Background: an optimization exercise with open tools, aiming at small area. Do not read the settings as production practice.
RTL that was checked went through simulation tests only; none was proved equivalent to the original.
Power is estimated from default activity; no workload was simulated.

==> try-lagoon: inputs <==
// flappybird
module flappybird(
  input  clk_100,
  input  rst,
  input  up,
  input  start,
  input  button,
  output wire audio,
  output wire [2:0] r,
  output wire [2:0] g,
  output wire [1:0] b,
  output wire hs,
  output wire vs,
  output wire [6:0] seven_seg,
  output wire [7:0] seg_select
);
Settings: LEC_CHECK=0, CAP_MARGIN=20, CORE_MARGIN=2, CORE_UTILIZATION=40, PLACE_DENSITY=0.6, SLEW_MARGIN=20; clock period 10.0 ns.
standard.sh (not shown) runs the stock make flow with config.mk's settings and CLKGATE_MAP_FILE= SYNTH_SCRIPT=/design/flow/synth_recipe.tcl, a recipe that flattens the netlist after the stock synthesis.
==> flow/flow/run.sh <==
#!/bin/bash
# Standard ORFS layout, but synthesis maps the logic for area: an area-oriented ABC script in
# place of the speed script, and no half/full-adder cell mapping. Registers, their names and
# cell types are those of the standard synthesis (same synth_recipe.tcl, same flop mapping).
set -euo pipefail
rm -rf myscripts
cp -r "$FLOW_HOME/scripts" myscripts
cp flow/abc_area.script myscripts/abc_speed.script
bash standard.sh SCRIPTS_DIR="$PWD/myscripts" ADDER_MAP_FILE= synth > synth.log 2>&1
bash standard.sh > layout.log 2>&1
==> flow/flow/abc_area.script <==
strash
dc2
dch -f
amap
topo
==> inputs of try-garnet, as changes to try-lagoon <==
--- a/flow/flow/run.sh
+++ b/flow/flow/run.sh
@@ -3,4 +3,5 @@
 # place of the speed script, and no half/full-adder cell mapping. Registers, their names and
 # cell types are those of the standard synthesis (same synth_recipe.tcl, same flop mapping).
+# Clock tree: smaller buffers and no dummy loads.
 set -euo pipefail
 rm -rf myscripts
@@ -8,3 +9,3 @@
 cp flow/abc_area.script myscripts/abc_speed.script
 bash standard.sh SCRIPTS_DIR="$PWD/myscripts" ADDER_MAP_FILE= synth > synth.log 2>&1
-bash standard.sh > layout.log 2>&1
+bash standard.sh "CTS_ARGS=-sink_clustering_enable -repair_clock_nets -dont_use_dummy_load -buf_list sky130_fd_sc_hd__clkbuf_4 -sink_clustering_size 30 -sink_clustering_max_diameter 120" > layout.log 2>&1
==> summary of the runs <==
Against try-lagoon, the clock power of try-garnet is smaller by 61%. Critical path depth is the same in try-lagoon and try-garnet. In try-garnet the register-to-register slack is higher than in try-lagoon, by 20 ps. Against try-garnet, the final cell count of try-lagoon is larger by about 1%. In try-lagoon the total power is higher than in try-garnet, by about 47%. try-garnet finished clean. try-lagoon completed without violations. In try-garnet the global-route usage is lower than in try-lagoon, by 0.50 points. Of try-garnet and try-lagoon, try-lagoon has the higher via count (gap about 0.4%, measured against try-lagoon). Against try-lagoon, the cell area of try-garnet is lower by 5.3%.
==> figures <==
Run status: try-lagoon finished clean; try-garnet finished clean
Actual slew at the worst max-slew pin: try-lagoon 926 ps; try-garnet 925 ps
Max IR drop VDD: try-lagoon 123 uV; try-garnet 83.3 uV
Worst Path Arrival: try-lagoon 5610 ps; try-garnet 5700 ps
Clock network fraction of total power: try-lagoon 52.1%; try-garnet 29.7%
Clock latency on the worst-skew pair: try-lagoon 430 ps; try-garnet 530 ps
Fmax achieved: try-lagoon 0.189 GHz; try-garnet 0.190 GHz
Seq pwr: try-lagoon 556 uW; try-garnet 555 uW
Worst clock skew on the final layout: try-lagoon 11.3 ps; try-garnet 36.6 ps
Switching portion of total power: try-lagoon 22.5%; try-garnet 24.3%
Multi-input gate share of the layout cell area: try-lagoon 49.1%; try-garnet 51.8%
Sum of internal, switching and leakage power: try-lagoon 1240 uW; try-garnet 845 uW
Met1 global-route usage: try-lagoon 31.9%; try-garnet 31.5%
Worst slew margin: try-lagoon 37.8%; try-garnet 37.8%
Detailed-routing iteration count for the pre-antenna-repair pass: try-lagoon 8; try-garnet 5
Detail Route met2 WL: try-lagoon 9.81 mm; try-garnet 9.58 mm
Routed WL: try-lagoon 22.4 mm; try-garnet 21.9 mm
Setup ws final: try-lagoon 4720 ps; try-garnet 4740 ps
No functional check of the RTL was part of any run of this note.

========
==> trial 20 <==
flappybird, a different RTL version from the one above (not shown whole).
export LEC_CHECK = 0
export CAP_MARGIN = 20
export CORE_MARGIN = 2
export CORE_UTILIZATION = 60
export PLACE_DENSITY = 0.75
export SLEW_MARGIN = 20
create_clock -name core_clock -period 10.0 [get_ports {clk_100}]
==> flow/flow/run.sh <==
#!/bin/bash
# Standard ORFS layout with three changes to how it is made:
#  - synthesis maps the logic for area: flow/abc_area.script replaces ABC's speed script, and
#    no half/full-adder cells are mapped (ADDER_MAP_FILE empty). The synthesis script, the
#    flip-flop mapping and hence the registers (names, cell types) are the standard ones.
#  - port buffers are buf_1 cells (every input and output port still gets its buffer);
#  - the clock tree uses clkbuf_4 cells and no dummy loads.
set -euo pipefail
rm -rf myscripts
cp -r "$FLOW_HOME/scripts" myscripts
cp flow/abc_area.script myscripts/abc_speed.script
bash standard.sh SCRIPTS_DIR="$PWD/myscripts" ADDER_MAP_FILE= synth > synth.log 2>&1
bash standard.sh "BUFFER_PORTS_ARGS=-buffer_cell sky130_fd_sc_hd__buf_1" \
  "CTS_ARGS=-sink_clustering_enable -repair_clock_nets -dont_use_dummy_load -buf_list sky130_fd_sc_hd__clkbuf_4 -sink_clustering_size 20 -sink_clustering_max_diameter 100" \
  > layout.log 2>&1
==> flow/flow/abc_area.script <==
strash
dc2
&get -n
&deepsyn -T 150
&put
dch -f
amap
mfs3 -a
topo
==> inputs of build 37, as changes to trial 20 <==
--- a/flow/design.v
+++ b/flow/design.v
@@ -720,16 +720,18 @@
   reg [9:0] rb;         
   reg [9:0] gap;        
   reg [2:0] spd;        
   reg [8:0] rnd_hi;     
   reg       success, first;
   wire [9:0] rnd = {rnd_hi, m[3] ^ m[2]};
   wire bird_low  = (ub >= 10'd479) && (ub <= 10'd992);    
-  wire [9:0] ug  = ub - gap;
-  wire coll_geom = (ug > 10'd119) && (ub < 10'd993);       
+  wire [9:0] tv_ = ((m[1:0] == 2'd2) ? ub : vc) - gap;
+  reg coll_geom;                                         
+  always @(posedge clk_100)
+    if (m[6:0] == 7'd62) coll_geom <= (tv_ > 10'd119) && (ub < 10'd993);
   wire in_pipe   = (rb >= 10'd201) && (rb <= 10'd280);    
   always @(posedge clk_100)
     if (rst) rnd_hi <= 9'd75;
     else if (sjclk) begin
       if (m[3]) rnd_hi <= rnd_hi + 1'b1;
       else if (rnd_hi == 9'd200) rnd_hi <= 9'd17;
     end
@@ -779,15 +781,14 @@
         else if (first && success) first <= 1'b0;
       end else if (bird_low) success <= 1'b0;
       else first <= 1'b1;
     end
   wire [9:0] tb_ = vc - ub - 10'd1;
   wire bird_px = (tb_ < 10'd30) && (hc >= 10'd201) && (hc <= 10'd230);
   wire [9:0] tp_ = rb - hc - 10'd1;
-  wire [9:0] tv_ = vc - gap;
   wire pipe_px = (tp_ <= 10'd48) && (tv_ > 10'd150);
   reg [1:0] col;
   always @(posedge clk_100)
     if (rst) col <= 2'd0;
     else if (ce) begin
       if (!videoen) col <= 2'd0;
       else if (start) begin
==> flow/flow/run.sh (replaced) <==
#!/bin/bash
# Standard ORFS layout with three changes to how it is made:
#  - synthesis maps the logic for area: flow/abc_area.script replaces ABC's speed script, and
#    no half/full-adder cells are mapped (ADDER_MAP_FILE empty). The synthesis script, the
#    flip-flop mapping and hence the registers (names, cell types) are the standard ones.
#    If ABC fails with that script, synthesis is rerun with flow/abc_area_safe.script.
#  - port buffers are buf_1 cells (every input and output port still gets its buffer);
#  - the clock tree uses clkbuf_4 cells and no dummy loads.
set -euo pipefail
rm -rf myscripts
cp -r "$FLOW_HOME/scripts" myscripts
cp flow/abc_area.script myscripts/abc_speed.script
if ! bash standard.sh SCRIPTS_DIR="$PWD/myscripts" ADDER_MAP_FILE= synth > synth.log 2>&1; then
  cp flow/abc_area_safe.script myscripts/abc_speed.script
  bash standard.sh SCRIPTS_DIR="$PWD/myscripts" ADDER_MAP_FILE= synth > synth_safe.log 2>&1
fi
bash standard.sh "BUFFER_PORTS_ARGS=-buffer_cell sky130_fd_sc_hd__buf_1" \
  "CTS_ARGS=-sink_clustering_enable -repair_clock_nets -dont_use_dummy_load -buf_list sky130_fd_sc_hd__clkbuf_4 -sink_clustering_size 20 -sink_clustering_max_diameter 100" \
  > layout.log 2>&1
==> flow/flow/abc_area.script (replaced) <==
strash
dc2
&get -n
&deepsyn -T 150
&put
dch -f
amap
topo
==> flow/flow/abc_area_safe.script (new file) <==
strash
dc2
dch -f
amap
topo
==> metrics.cfg <==
[outcome]
outcome=stopped before the end
failing_step=1_2_yosys
error_line=ERROR: ABC failed with status 6

[yosys]
ys_warn_count=1

# the run above: trial 20

==> metrics.cfg <==
[outcome]
outcome=complete, no violations

[hold_path]
hp-class=reg -> reg

[layout]
seq_cells=135

[timing]
hold_viol_final=0
drv_slew=0

[floorplanning]
ios=31

[drt]
drt_iter0_drc=615
vias=7401

[clock_tree]
cts_setup_buffers=0

# the run above: build 37


========
==> harbor: inputs <==
flappybird, a different RTL version from the one above (not shown whole).
clock: 10.0 ns
lec_check: 0
cap_margin: 20
core_margin: 2
core_utilization: 60
place_density: 0.75
slew_margin: 20
==> flow/flow/run.sh <==
#!/bin/bash
# Standard ORFS layout with three changes to how it is made:
#  - synthesis maps the logic for area: an area-oriented ABC script (flow/abc_*.script) replaces
#    ABC's speed script, and no half/full-adder cells are mapped (ADDER_MAP_FILE empty). The
#    synthesis script, the flip-flop mapping and hence the registers (names, cell types) are the
#    standard ones. Synthesis is run with scripts a and b (c if both fail) and the one with the
#    smaller cell area is kept; each attempt's output is in synth_<x>.log.
#  - port buffers are buf_1 cells (every input and output port still gets its buffer);
#  - the clock tree uses clkbuf_8 cells and no dummy loads.
set -uo pipefail
rm -rf myscripts
cp -r "$FLOW_HOME/scripts" myscripts
STAT=orfs/reports/sky130hd/flappybird/base/synth_stat.txt
best=""; best_area=""
for x in a b c; do
  if [[ $x == c && -n $best ]]; then break; fi
  rm -rf orfs
  cp flow/abc_$x.script myscripts/abc_speed.script
  if bash standard.sh SCRIPTS_DIR="$PWD/myscripts" ADDER_MAP_FILE= synth > synth_$x.log 2>&1 && [[ -f $STAT ]]; then
    area=$(awk '/Chip area for module/ {print $NF}' $STAT | tail -1)
    echo "synthesis $x: area $area" >> synth_choice.log
    if [[ -z $best ]] || awk "BEGIN {exit !($area < $best_area)}"; then
      rm -rf orfs_best; mv orfs orfs_best; best=$x; best_area=$area
    fi
  else
    echo "synthesis $x: failed" >> synth_choice.log
  fi
done
[[ -n $best ]] || exit 1
echo "kept $best" >> synth_choice.log
rm -rf orfs; mv orfs_best orfs
set -e
bash standard.sh "BUFFER_PORTS_ARGS=-buffer_cell sky130_fd_sc_hd__buf_1" \
  "CTS_ARGS=-sink_clustering_enable -repair_clock_nets -dont_use_dummy_load -buf_list sky130_fd_sc_hd__clkbuf_8" \
  > layout.log 2>&1
==> flow/flow/abc_a.script <==
strash
dc2
&get -n
&deepsyn -T 150
&put
dch -f
amap
mfs3 -a -e
topo
==> flow/flow/abc_b.script <==
strash
dc2
&get -n
&deepsyn -T 150
&put
dch -f
amap
topo
==> flow/flow/abc_c.script <==
strash
dc2
dch -f
amap
topo
==> sierra (differences from harbor) <==
==> flow/flow/run.sh (replaced) <==
#!/bin/bash
set -uo pipefail
rm -rf myscripts
cp -r "$FLOW_HOME/scripts" myscripts
STAT=orfs/reports/sky130hd/flappybird/base/synth_stat.txt
best=""; best_area=""
for x in a a2 b c; do
  if [[ $x == c && -n $best ]]; then break; fi
  rm -rf orfs
  cp flow/abc_$x.script myscripts/abc_speed.script
  if bash standard.sh SCRIPTS_DIR="$PWD/myscripts" ADDER_MAP_FILE= synth > synth_$x.log 2>&1 && [[ -f $STAT ]]; then
    area=$(awk '/Chip area for module/ {print $NF}' $STAT | tail -1)
    echo "synthesis $x: area $area" >> synth_choice.log
    if [[ -z $best ]] || awk "BEGIN {exit !($area < $best_area)}"; then
      rm -rf orfs_best; mv orfs orfs_best; best=$x; best_area=$area
    fi
  else
    echo "synthesis $x: failed" >> synth_choice.log
  fi
done
[[ -n $best ]] || exit 1
echo "kept $best" >> synth_choice.log
rm -rf orfs; mv orfs_best orfs
set -e
CTS="-sink_clustering_enable -repair_clock_nets -dont_use_dummy_load -buf_list"
bash standard.sh "BUFFER_PORTS_ARGS=-buffer_cell sky130_fd_sc_hd__buf_1" \
  "CTS_ARGS=$CTS sky130_fd_sc_hd__clkbuf_4" > layout.log 2>&1
R=orfs/results/sky130hd/flappybird/base
slew=$(SLEW_ODB=$R/6_final.odb SLEW_SDC=$R/6_final.sdc SLEW_SPEF=$R/6_final.spef \
  SLEW_LIB="$FLOW_HOME/platforms/sky130hd/lib/sky130_fd_sc_hd__tt_025C_1v80.lib" \
  openroad -no_init -exit flow/clkslew.tcl 2>&1 | tee slew.log | awk '/^CLK_PIN_SLEW_MAX/ {print $2}') || true
echo "clkbuf_4 clock tree: clock-pin slew ${slew:-unknown} ns" >> cts_choice.log
if [[ -z $slew ]] || awk "BEGIN {exit !($slew > 0.124)}"; then
  echo "redoing the clock tree with clkbuf_8" >> cts_choice.log
  bash standard.sh clean_cts clean_route clean_finish > clean.log 2>&1
  rm -f out/final.def
  bash standard.sh "BUFFER_PORTS_ARGS=-buffer_cell sky130_fd_sc_hd__buf_1" \
    "CTS_ARGS=$CTS sky130_fd_sc_hd__clkbuf_8" > layout_clkbuf_8.log 2>&1
fi
==> flow/flow/abc_a2.script (new file) <==
strash
dc2
&get -n
&deepsyn -T 150 -S 5
&put
dch -f
amap
mfs3 -a -e
topo
==> flow/flow/clkslew.tcl (new file) <==
# Largest slew at a flip-flop clock pin (either edge, early or late), in ns, on the routed layout.
read_db $::env(SLEW_ODB)
read_liberty $::env(SLEW_LIB)
read_sdc $::env(SLEW_SDC)
read_spef $::env(SLEW_SPEF)
set_propagated_clock [all_clocks]
set worst 0
foreach pin [get_pins -hierarchical */CLK] {
  foreach a {max min} { foreach e {rise fall} {
    set s [get_property $pin slew_${a}_$e]
    if {[string is double -strict $s] && $s > $worst} { set worst $s }
  } }
}
puts "CLK_PIN_SLEW_MAX $worst"
==> flow_metrics.py <==
metrics = {
    "status": {
        "status": "complete, no violations",
    },
    "synth": {
        "synth_top_cell_area_share_pct": 37.5,
        "synth_cell_types": 55,
    },
    "critical_path": {
        "cpMostUsedCell": "clkinv_1",
    },
    "timing": {
        "period_share_pct": 46.2,
    },
    "cells_and_area": {
        "multi_input_area_mm2": 0.00385,
    },
}
# the run above: harbor

==> flow_metrics.py <==
metrics = {
    "synth": {
        "synth_cell_types": 51,
        "synth_top_cell_area_share_pct": 37.9,
    },
    "cells_and_area": {
        "multi_input_area_mm2": 0.00383,
    },
    "status": {
        "status": "complete, no violations",
    },
    "critical_path": {
        "arrival_ns": 5.74,
    },
}
# the run above: sierra


========
==> maple <==
flappybird again, from the RTL that the note above started with.
Settings: LEC_CHECK=0, CAP_MARGIN=20, CORE_MARGIN=2, CORE_UTILIZATION=60, PLACE_DENSITY=0.75, SLEW_MARGIN=20; clock period 10.0 ns.
==> flow/flow/run.sh <==
#!/bin/bash
set -uo pipefail
rm -rf myscripts
cp -r "$FLOW_HOME/scripts" myscripts
STAT=orfs/reports/sky130hd/flappybird/base/synth_stat.txt
best=""; best_area=""
for x in a a2 a3 b c; do
  if [[ $x == c && -n $best ]]; then break; fi
  rm -rf orfs
  cp flow/abc_$x.script myscripts/abc_speed.script
  if bash standard.sh SCRIPTS_DIR="$PWD/myscripts" ADDER_MAP_FILE= synth > synth_$x.log 2>&1 && [[ -f $STAT ]]; then
    area=$(awk '/Chip area for module/ {print $NF}' $STAT | tail -1)
    echo "synthesis $x: area $area" >> synth_choice.log
    if [[ -z $best ]] || awk "BEGIN {exit !($area < $best_area)}"; then
      rm -rf orfs_best; mv orfs orfs_best; best=$x; best_area=$area
    fi
  else
    echo "synthesis $x: failed" >> synth_choice.log
  fi
done
[[ -n $best ]] || exit 1
echo "kept $best" >> synth_choice.log
rm -rf orfs; mv orfs_best orfs
set -e
CTS="-sink_clustering_enable -repair_clock_nets -dont_use_dummy_load -buf_list"
bash standard.sh "BUFFER_PORTS_ARGS=-buffer_cell sky130_fd_sc_hd__buf_1" \
  "CTS_ARGS=$CTS sky130_fd_sc_hd__clkbuf_4" > layout.log 2>&1
R=orfs/results/sky130hd/flappybird/base
slew=$(SLEW_ODB=$R/6_final.odb SLEW_SDC=$R/6_final.sdc SLEW_SPEF=$R/6_final.spef \
  SLEW_LIB="$FLOW_HOME/platforms/sky130hd/lib/sky130_fd_sc_hd__tt_025C_1v80.lib" \
  openroad -no_init -exit flow/clkslew.tcl 2>&1 | tee slew.log | awk '/^CLK_PIN_SLEW_MAX/ {print $2}') || true
echo "clkbuf_4 clock tree: clock-pin slew ${slew:-unknown} ns" >> cts_choice.log
if [[ -z $slew ]] || awk "BEGIN {exit !($slew > 0.124)}"; then
  echo "redoing the clock tree with clkbuf_8" >> cts_choice.log
  bash standard.sh clean_cts clean_route clean_finish > clean.log 2>&1
  rm -f out/final.def
  bash standard.sh "BUFFER_PORTS_ARGS=-buffer_cell sky130_fd_sc_hd__buf_1" \
    "CTS_ARGS=$CTS sky130_fd_sc_hd__clkbuf_8" > layout_clkbuf_8.log 2>&1
fi
==> flow/flow/abc_a2.script <==
strash
dc2
&get -n
&deepsyn -T 150 -S 5
&put
dch -f
amap
mfs3 -a -e
topo
==> flow/flow/abc_a3.script <==
strash
dc2
&get -n
&deepsyn -T 150 -S 9
&put
dch -f
amap
mfs3 -a -e
topo
==> flow/flow/clkslew.tcl <==
# Largest slew at a flip-flop clock pin (either edge, early or late), in ns, on the routed layout.
read_db $::env(SLEW_ODB)
read_liberty $::env(SLEW_LIB)
read_sdc $::env(SLEW_SDC)
read_spef $::env(SLEW_SPEF)
set_propagated_clock [all_clocks]
set worst 0
foreach pin [get_pins -hierarchical */CLK] {
  foreach a {max min} { foreach e {rise fall} {
    set s [get_property $pin slew_${a}_$e]
    if {[string is double -strict $s] && $s > $worst} { set worst $s }
  } }
}
puts "CLK_PIN_SLEW_MAX $worst"
Scripts as last shown in full above: flow/flow/abc_a.script, flow/flow/abc_b.script, flow/flow/abc_c.script
==> inputs of umber, as changes to maple <==
--- a/flow/flow/run.sh
+++ b/flow/flow/run.sh
@@ -5,5 +5,5 @@
 STAT=orfs/reports/sky130hd/flappybird/base/synth_stat.txt
 best=""; best_area=""
-for x in a a2 a3 b c; do
+for x in a b c; do
   if [[ $x == c && -n $best ]]; then break; fi
   rm -rf orfs
removed: flow/flow/abc_a2.script
removed: flow/flow/abc_a3.script
==> run summary <==
metric                                                              maple           umber
Outcome                                                    finished clean  finished clean
Worst path most repeated cell                                     o21ai_0        clkinv_1
Maximum vdd drop                                                   103 uV         95.6 uV
Leakage component of the power                                    2.49 nW         2.41 nW
End point of the critical path                                      tc[6]           tc[5]
Combinational share of power                                         5.3%            5.5%
XOR/XNOR share of the synthesized area                                 0%          0.122%
Total Routed Length                                              17100 um        18100 um
Minimum clock period after layout                                 5270 ps         4890 ps
Reg power frac                                                      65.5%           65.4%
Metal3 WL                                                         1020 um         1350 um
Non-clock buffers                                                      31              29
Routed metal-1 wirelength                                         7670 um         8020 um
Die extent in x                                                    112 um          113 um
First-pass detailed-route iteration total                               5              18
Compound-Gate Fraction of Synth Area                                27.1%           27.6%
Fraction of the mapped netlist area in simple logic gates           27.4%           25.8%
Cell at the slowest stage of the critical path                    dfxtp_1         o41ai_1
Hold Crit Endpoint                                                 tc[11]           tc[4]
Clock net power                                                0.000241 W      0.000239 W

-- separate check: timing with driven ports --
No port has a modelled driver above. Below, the same layouts with a new extraction and two added sets of constraints. Step 1, drivers: a clkbuf_16 drives clk_100 and a buf_2 each remaining input, both assumed. Step 2 also shifts input and output timing later by t, the mid clock arrival at the registers, as if the neighbouring blocks saw the same clock. Slacks: ideal ports / drivers / drivers and shift; pairs: ideal ports / drivers.
run	shift t [ns]	setup slack, ns	worst hold slack (ns)	clock arrival spread, ns	cell pins on the clock port's net
try-lagoon	0.467	4.715 / 4.715 / 4.715	0.430 / 0.430 / 0.430	0.012 / 0.012	1
try-garnet	0.545	4.736 / 4.736 / 4.736	0.435 / 0.435 / 0.435	0.037 / 0.037	1
build 37	0.540	5.430 / 5.430 / 5.144	0.463 / 0.463 / 0.463	0.049 / 0.049	1
harbor	0.477	5.384 / 5.384 / 5.358	0.408 / 0.408 / 0.408	0.031 / 0.031	1
sierra	0.569	4.686 / 4.686 / 4.686	0.428 / 0.428 / 0.428	0.021 / 0.022	1
maple	0.569	4.732 / 4.732 / 4.732	0.440 / 0.440 / 0.440	0.049 / 0.049	1
umber	0.533	5.108 / 5.108 / 5.108	0.448 / 0.448 / 0.448	0.042 / 0.042	1
After both steps every run listed still meets setup and hold. For build 37, which loses most, drivers alone change the setup slack by 0.000 ns; drivers and shift together by -0.286 ns.
